From an optimization exercise on the open Yosys and OpenROAD flow, aimed at small area; shortcuts taken in it are not production practice. Only simulation tests tie the RTL to the original design; equivalence was not proved.

## job 8098
==> flow/design.v <==
`timescale 1ns/100ps
module satd_rca #(parameter W = 8) (
    input  [W-1:0] a,
    input  [W-1:0] b,
    input          ci,
    output [W-1:0] s
);
wire [W:0] c;
assign c[0] = ci;
genvar i;
generate
for (i = 0; i < W; i = i + 1) begin : bit_
    assign s[i]   = a[i] ^ b[i] ^ c[i];
    assign c[i+1] = (a[i] & b[i]) | (c[i] & (a[i] ^ b[i]));
end
endgenerate
endmodule
module satd_csa #(parameter W = 8) (
    input  [W-1:0] a,
    input  [W-1:0] b,
    input  [W-1:0] c,
    output [W-1:0] s,
    output [W-1:0] co
);
assign s  = a ^ b ^ c;
assign co = (a & b) | (c & (a ^ b));
endmodule
module fme_satd_8x8 (
    clk,
    rstn,
    cur_p0_i, cur_p1_i, cur_p2_i, cur_p3_i,
    cur_p4_i, cur_p5_i, cur_p6_i, cur_p7_i,
    sp0_i,    sp1_i,    sp2_i,    sp3_i,
    sp4_i,    sp5_i,    sp6_i,    sp7_i,
    sp_valid_i,
    satd_8x8_o,
    satd_8x8_valid_o
);
input                                 clk;
input                                 rstn;
input		[8-1  : 0] cur_p0_i, cur_p1_i, cur_p2_i, cur_p3_i;
input		[8-1  : 0] cur_p4_i, cur_p5_i, cur_p6_i, cur_p7_i;
input           [8-1  : 0] sp0_i,    sp1_i,    sp2_i,    sp3_i;
input           [8-1  : 0] sp4_i,    sp5_i,    sp6_i,    sp7_i;
input                                 sp_valid_i;
output          [17              : 0] satd_8x8_o;
output                                satd_8x8_valid_o;
reg  [2:0] cnt;           
reg        win;           
wire       adv = sp_valid_i | win;
always @(posedge clk or negedge rstn) begin
    if (~rstn) begin
        cnt <= 3'd0;
        win <= 1'b0;
    end else if (adv) begin
        cnt <= cnt + 3'd1;
        if (cnt == 3'd7) win <= sp_valid_i;
    end
end
reg        adv1;
reg  [1:0] cnt1;
reg  [2:0] load_d;        
reg  [3:0] done_d;        
always @(posedge clk) begin
    adv1   <= adv;
    cnt1   <= cnt[1:0];
    load_d <= {load_d[1:0], adv & (cnt == 3'd7)};
end
always @(posedge clk or negedge rstn) begin
    if (~rstn) done_d <= 4'd0;
    else       done_d <= {done_d[2:0], win & (cnt == 3'd6)};
end
assign satd_8x8_valid_o = done_d[3];
wire [8-1:0] cur [0:7];
wire [8-1:0] sp  [0:7];
assign cur[0] = cur_p0_i; assign cur[1] = cur_p1_i; assign cur[2] = cur_p2_i; assign cur[3] = cur_p3_i;
assign cur[4] = cur_p4_i; assign cur[5] = cur_p5_i; assign cur[6] = cur_p6_i; assign cur[7] = cur_p7_i;
assign sp[0]  = sp0_i;    assign sp[1]  = sp1_i;    assign sp[2]  = sp2_i;    assign sp[3]  = sp3_i;
assign sp[4]  = sp4_i;    assign sp[5]  = sp5_i;    assign sp[6]  = sp6_i;    assign sp[7]  = sp7_i;
reg  [9:0]  f1 [0:3][0:7];
reg  [10:0] f2 [0:1][0:7];
reg  [11:0] f3 [0:7];
reg  [9:0]  r1 [0:7];       
reg  [11:0] r2 [0:7];       
wire h1 = cnt[2];
wire h2 = cnt1[1];
wire h3 = cnt1[0];
genvar g;
generate
for (g = 0; g < 8; g = g + 1) begin : lane
    wire [8:0] x1;
    satd_rca #(9) u_d (.a({1'b0, cur[g]}), .b({1'b1, ~sp[g]}), .ci(1'b1), .s(x1));
    wire [9:0] x1e = {x1[8], x1};
    wire [9:0] o1, i1;
    satd_rca #(10) u_o1 (.a(f1[3][g]), .b(x1e & {10{h1}}),    .ci(1'b0), .s(o1));
    satd_rca #(10) u_i1 (.a(x1e),      .b(~f1[3][g] & {10{h1}}), .ci(h1), .s(i1));
    always @(posedge clk) begin
        if (adv) begin
            f1[0][g] <= i1;
            f1[1][g] <= f1[0][g];
            f1[2][g] <= f1[1][g];
            f1[3][g] <= f1[2][g];
        end
        r1[g] <= o1;
    end
    wire [10:0] x2e = {r1[g][9], r1[g]};
    wire [10:0] o2, i2;
    satd_rca #(11) u_o2 (.a(f2[1][g]), .b(x2e & {11{h2}}),    .ci(1'b0), .s(o2));
    satd_rca #(11) u_i2 (.a(x2e),      .b(~f2[1][g] & {11{h2}}), .ci(h2), .s(i2));
    always @(posedge clk) if (adv1) begin
        f2[0][g] <= i2;
        f2[1][g] <= f2[0][g];
    end
    wire [11:0] x3e = {o2[10], o2};
    wire [11:0] o3, i3;
    satd_rca #(12) u_o3 (.a(f3[g]), .b(x3e & {12{h3}}),    .ci(1'b0), .s(o3));
    satd_rca #(12) u_i3 (.a(x3e),   .b(~f3[g] & {12{h3}}), .ci(h3), .s(i3));
    always @(posedge clk) begin
        if (adv1) f3[g] <= i3;
        r2[g] <= o3;
    end
end
endgenerate
wire [12:0] a [0:7];
wire [13:0] b [0:7];
reg  [13:0] r3 [0:7];
generate
for (g = 0; g < 4; g = g + 1) begin : rs1
    satd_rca #(13) u_s (.a({r2[g][11], r2[g]}), .b({r2[g+4][11], r2[g+4]}),  .ci(1'b0), .s(a[g]));
    satd_rca #(13) u_d (.a({r2[g][11], r2[g]}), .b(~{r2[g+4][11], r2[g+4]}), .ci(1'b1), .s(a[g+4]));
end
for (g = 0; g < 4; g = g + 1) begin : rs2
    localparam integer I = (g < 2) ? g : g + 2;    
    wire [13:0] ae  = {a[I][12],   a[I]};
    wire [13:0] ae2 = {a[I+2][12], a[I+2]};
    satd_rca #(14) u_s (.a(ae), .b(ae2),  .ci(1'b0), .s(b[I]));
    satd_rca #(14) u_d (.a(ae), .b(~ae2), .ci(1'b1), .s(b[I+2]));
end
for (g = 0; g < 8; g = g + 1) begin : rr3
    always @(posedge clk) r3[g] <= b[g];
end
endgenerate
wire [12:0] mv [0:3];      
wire [3:0]  ms;            
generate
for (g = 0; g < 4; g = g + 1) begin : mx
    wire [13:0] p = r3[2*g];
    wire [13:0] q = r3[2*g+1];
    wire        same = ~(p[13] ^ q[13]);
    wire [13:0] qq = q ^ {14{same}};
    wire [14:0] c;                       
    assign c[0] = same;
    genvar k;
    for (k = 0; k < 14; k = k + 1) begin : ch
        assign c[k+1] = (p[k] & qq[k]) | (c[k] & (p[k] | qq[k]));
    end
    wire        selp = c[14] ^ p[13];
    wire [13:0] v = selp ? p : q;
    assign mv[g] = v[12:0] ^ {13{v[13]}};
    assign ms[g] = v[13];
end
endgenerate
wire        load = load_d[2];
reg  [15:0] accs, accc;
wire [15:0] sg = {accs[15:1] & {15{~load}}, accs[0] | load};
wire [15:0] cg = accc & {16{~load}};
wire [12:0] s1, k1;
satd_csa #(13) u_l1a (.a(mv[0]), .b(mv[1]), .c(mv[2]), .s(s1), .co(k1));
wire [15:0] s2, k2;
satd_csa #(16) u_l1b (.a({3'b000, mv[3]}), .b(sg), .c(cg), .s(s2), .co(k2));
wire [15:0] s3, k3;
satd_csa #(16) u_l2 (.a({3'b000, s1}), .b({2'b00, k1, ms[0]}), .c(s2), .s(s3), .co(k3));
wire [15:0] s4, k4;
satd_csa #(16) u_l3 (.a(s3), .b({k3[14:0], ms[1]}), .c({k2[14:0], ms[2]}), .s(s4), .co(k4));
always @(posedge clk) begin
    accs <= s4;
    accc <= {k4[14:0], ms[3]};
end
wire [15:0] acc = accs + accc;
assign satd_8x8_o = {3'b000, acc[15:1]};
endmodule
clock: 7.0 ns
lec_check: 0
cap_margin: 20
core_margin: 2
core_utilization: 60
cts_buf_list: sky130_fd_sc_hd__clkbuf_8
cts_cluster_diameter: 50
cts_cluster_size: 16
slew_margin: 20
standard.sh (not shown) runs the stock make flow with config.mk's settings and CLKGATE_MAP_FILE= SYNTH_SCRIPT=/design/flow/synth_recipe.tcl, a recipe that flattens the netlist after the stock synthesis.
==> flow/flow/run.sh <==
#!/bin/bash
# Own layout flow: the standard layout (standard.sh) with three changes.
#  1. After the standard synthesis (unchanged), the combinational logic is mapped again
#     (post.tcl): registers, full/half adders and tie cells are kept as synthesized.
#  2. Port buffers use the smallest buffer cell (buffer_ports -buffer_cell).
#  3. Clock tree synthesis without dummy loads, with config.mk's clustering settings.
# Each tool's output goes to its own log file in the work folder.
set -euo pipefail
W="$(cd "$(dirname "${BASH_SOURCE[0]}")/.." && pwd)"
cd "$W"
F="$W/flow"
PLAT="${FLOW_PLATFORM:-sky130hd}"
R="$W/orfs/results/$PLAT/fme_satd_8x8/base"
LIB="$FLOW_HOME/platforms/$PLAT/lib/sky130_fd_sc_hd__tt_025C_1v80.lib"
PORTBUF="BUFFER_PORTS_ARGS=-buffer_cell sky130_fd_sc_hd__buf_1"
# CTS as the standard flow runs it with config.mk's settings, without dummy loads
CTS="CTS_ARGS=-sink_clustering_enable -repair_clock_nets -sink_clustering_size 16 -sink_clustering_max_diameter 75 -buf_list sky130_fd_sc_hd__clkbuf_8 -dont_use_dummy_load"

# 1. the standard synthesis
bash standard.sh "$PORTBUF" "$R/1_2_yosys.v" > "$W/log_1_synth.log" 2>&1
cp "$R/1_2_yosys.v" "$W/standard_1_2_yosys.v"

# 2. map the combinational logic again
P="$W/post"
mkdir -p "$P"
python3 "$F/gen_models.py" "$LIB" "$P/models.v" \
    sky130_fd_sc_hd__fa_1,sky130_fd_sc_hd__fa_2,sky130_fd_sc_hd__fa_4,sky130_fd_sc_hd__ha_1,sky130_fd_sc_hd__ha_2,sky130_fd_sc_hd__ha_4 \
    > "$W/log_2_models.log" 2>&1
POST_LIB="$LIB" POST_MODELS="$P/models.v" POST_NET="$W/standard_1_2_yosys.v" \
POST_TOP="${FLOW_TOP:-fme_satd_8x8}" POST_DIR="$P" POST_PY="$F/polarity.py" \
POST_ABC="$F/abc_area.script" POST_OUT="$P/1_2_yosys.v" \
    yosys -c "$F/post.tcl" > "$W/log_2_post.log" 2>&1
cp "$P/1_2_yosys.v" "$R/1_2_yosys.v"

# 3. the rest of the standard layout
bash standard.sh "$PORTBUF" "$CTS" finish > "$W/log_3_layout.log" 2>&1
==> flow/flow/abc_area.script <==
strash
dch
amap
topo
Other scripts of this flow, unchanged in this note and not shown: flow/flow/gen_models.py, flow/flow/polarity.py, flow/flow/post.tcl
Modified inputs, job 3140 compared to job 8098
- a deleted CTS_CLUSTER_SIZE that had been 16
- a deleted CTS_BUF_LIST that had been sky130_fd_sc_hd__clkbuf_8
- a change of CORE_UTILIZATION from 60 to 70
- a deleted CTS_CLUSTER_DIAMETER that had been 50
diff --git a/flow/flow/run.sh b/flow/flow/run.sh
--- a/flow/flow/run.sh
+++ b/flow/flow/run.sh
@@ -5,3 +5,4 @@
 #  2. Port buffers use the smallest buffer cell (buffer_ports -buffer_cell).
-#  3. Clock tree synthesis without dummy loads, with config.mk's clustering settings.
+#  3. Clock tree synthesis with clkbuf_8 buffers, sinks clustered by 16 within 75 um, and
+#     no dummy loads.
 # Each tool's output goes to its own log file in the work folder.
@@ -15,3 +16,3 @@
 PORTBUF="BUFFER_PORTS_ARGS=-buffer_cell sky130_fd_sc_hd__buf_1"
-# CTS as the standard flow runs it with config.mk's settings, without dummy loads
+# CTS as the standard flow runs it, with these settings and without dummy loads
 CTS="CTS_ARGS=-sink_clustering_enable -repair_clock_nets -sink_clustering_size 16 -sink_clustering_max_diameter 75 -buf_list sky130_fd_sc_hd__clkbuf_8 -dont_use_dummy_load"
[summary]
- ~same final worst setup slack in job 3140 and job 8098
- Compared with job 8098, in job 3140 fmax closely matched the old numbers; final critical-path share of the clock period shows no meaningful change; count of non-filler cells in the finished layout fell about 4%; final RePlAce weighted congestion has increased.
Changes in job 171 relative to job 3140:
- changing CORE_UTILIZATION from 70 to 60
- setting CTS_BUF_LIST to sky130_fd_sc_hd__clkbuf_8 for the first time
- setting CTS_CLUSTER_SIZE to 16 for the first time
- setting CTS_CLUSTER_DIAMETER to 50 for the first time
diff --git a/flow/flow/run.sh b/flow/flow/run.sh
--- a/flow/flow/run.sh
+++ b/flow/flow/run.sh
@@ -5,4 +5,3 @@
 #  2. Port buffers use the smallest buffer cell (buffer_ports -buffer_cell).
-#  3. Clock tree synthesis with clkbuf_8 buffers, sinks clustered by 16 within 75 um, and
-#     no dummy loads.
+#  3. Clock tree synthesis without dummy loads, with config.mk's clustering settings.
 # Each tool's output goes to its own log file in the work folder.
@@ -16,4 +15,4 @@
 PORTBUF="BUFFER_PORTS_ARGS=-buffer_cell sky130_fd_sc_hd__buf_1"
-# CTS as the standard flow runs it, with these settings and without dummy loads
-CTS="CTS_ARGS=-sink_clustering_enable -repair_clock_nets -sink_clustering_size 16 -sink_clustering_max_diameter 75 -buf_list sky130_fd_sc_hd__clkbuf_8 -dont_use_dummy_load"
+# CTS as the standard flow runs it with config.mk's settings, without dummy loads
+CTS="CTS_ARGS=-sink_clustering_enable -repair_clock_nets -sink_clustering_size 16 -sink_clustering_max_diameter 50 -buf_list sky130_fd_sc_hd__clkbuf_8 -dont_use_dummy_load"
 
Results
- Going from job 3140 to job 171, global-route met1 utilization shrank by 5.3 points; first-iteration DRC count went down by about 16%; detailed-route via count essentially unchanged.
- From job 171 to job 3140, number of endpoints failing setup at the final stage did not move at all.
- ~same CTS clock-pin slew for the worst setup and hold paths in job 3140 and job 171
- Changes observed in job 171 relative to job 3140: portion of the clock cycle consumed by the worst path in the final layout increased by 0.20 points relative to the old numbers, post-route clock skew has increased.
Input-level comparison between job 6912 and job 171:
- a deleted CTS_CLUSTER_DIAMETER that had been 50
- a change of CORE_UTILIZATION from 60 to 70
- a deleted CTS_BUF_LIST that had been sky130_fd_sc_hd__clkbuf_8
- a deleted CTS_CLUSTER_SIZE that had been 16
diff --git a/flow/flow/run.sh b/flow/flow/run.sh
--- a/flow/flow/run.sh
+++ b/flow/flow/run.sh
@@ -5,3 +5,4 @@
 #  2. Port buffers use the smallest buffer cell (buffer_ports -buffer_cell).
-#  3. Clock tree synthesis without dummy loads, with config.mk's clustering settings.
+#  3. Clock tree synthesis with clkbuf_8 buffers, sinks clustered by 16 within 75 um, and
+#     no dummy loads.
 # Each tool's output goes to its own log file in the work folder.
@@ -15,4 +16,4 @@
 PORTBUF="BUFFER_PORTS_ARGS=-buffer_cell sky130_fd_sc_hd__buf_1"
-# CTS as the standard flow runs it with config.mk's settings, without dummy loads
-CTS="CTS_ARGS=-sink_clustering_enable -repair_clock_nets -sink_clustering_size 16 -sink_clustering_max_diameter 50 -buf_list sky130_fd_sc_hd__clkbuf_8 -dont_use_dummy_load"
+# CTS as the standard flow runs it, with these settings and without dummy loads
+CTS="CTS_ARGS=-sink_clustering_enable -repair_clock_nets -sink_clustering_size 16 -sink_clustering_max_diameter 75 -buf_list sky130_fd_sc_hd__clkbuf_8 -dont_use_dummy_load"
 
==> flow/flow/abc_area.script <==
strash
dc2
dch
amap
topo
Findings:
Job 6912 completed end to end with timing, DRC and antenna clean. Wire length on met3: job 6912 vs job 171 up 170 µm. Job 6912 vs. job 171: growth of design area from synthesis to finish moved down, via count of the routed design moved down, wire length of the first global-routing pass moved down.

## port drivers added, routing unchanged
The results above use ideal ports. As a check the final layouts listed here were re-extracted and re-timed, cells and wires unchanged.
Step 1 assumes that a clkbuf_16 drives the clock port and a buf_2 every other input.
Step 2 times the ports against the registers' clock, not the clock port: input delays grow and output delays shrink by t, the midpoint of the rising clock arrivals with the driver on.
Slacks: ideal / step 1 / step 2; pairs: ideal / step 1.
run	shift t [ns]	slack for setup (ns)	worst register clock-pin slew, ns	worst slew at a driven data input, ns
job 8098	0.722	0.376 / 0.376 / 0.344	0.11 / 0.11	0.04
job 3140	0.738	0.378 / 0.378 / 0.355	0.11 / 0.11	0.05
job 171	0.754	0.364 / 0.364 / 0.320	0.10 / 0.10	0.04
job 6912	0.730	0.324 / 0.324 / 0.283	0.11 / 0.11	0.04
After both steps setup and hold are still met in every run listed. For job 171, which loses most, drivers alone change the setup slack by 0.000 ns; drivers and shift together by -0.044 ns.
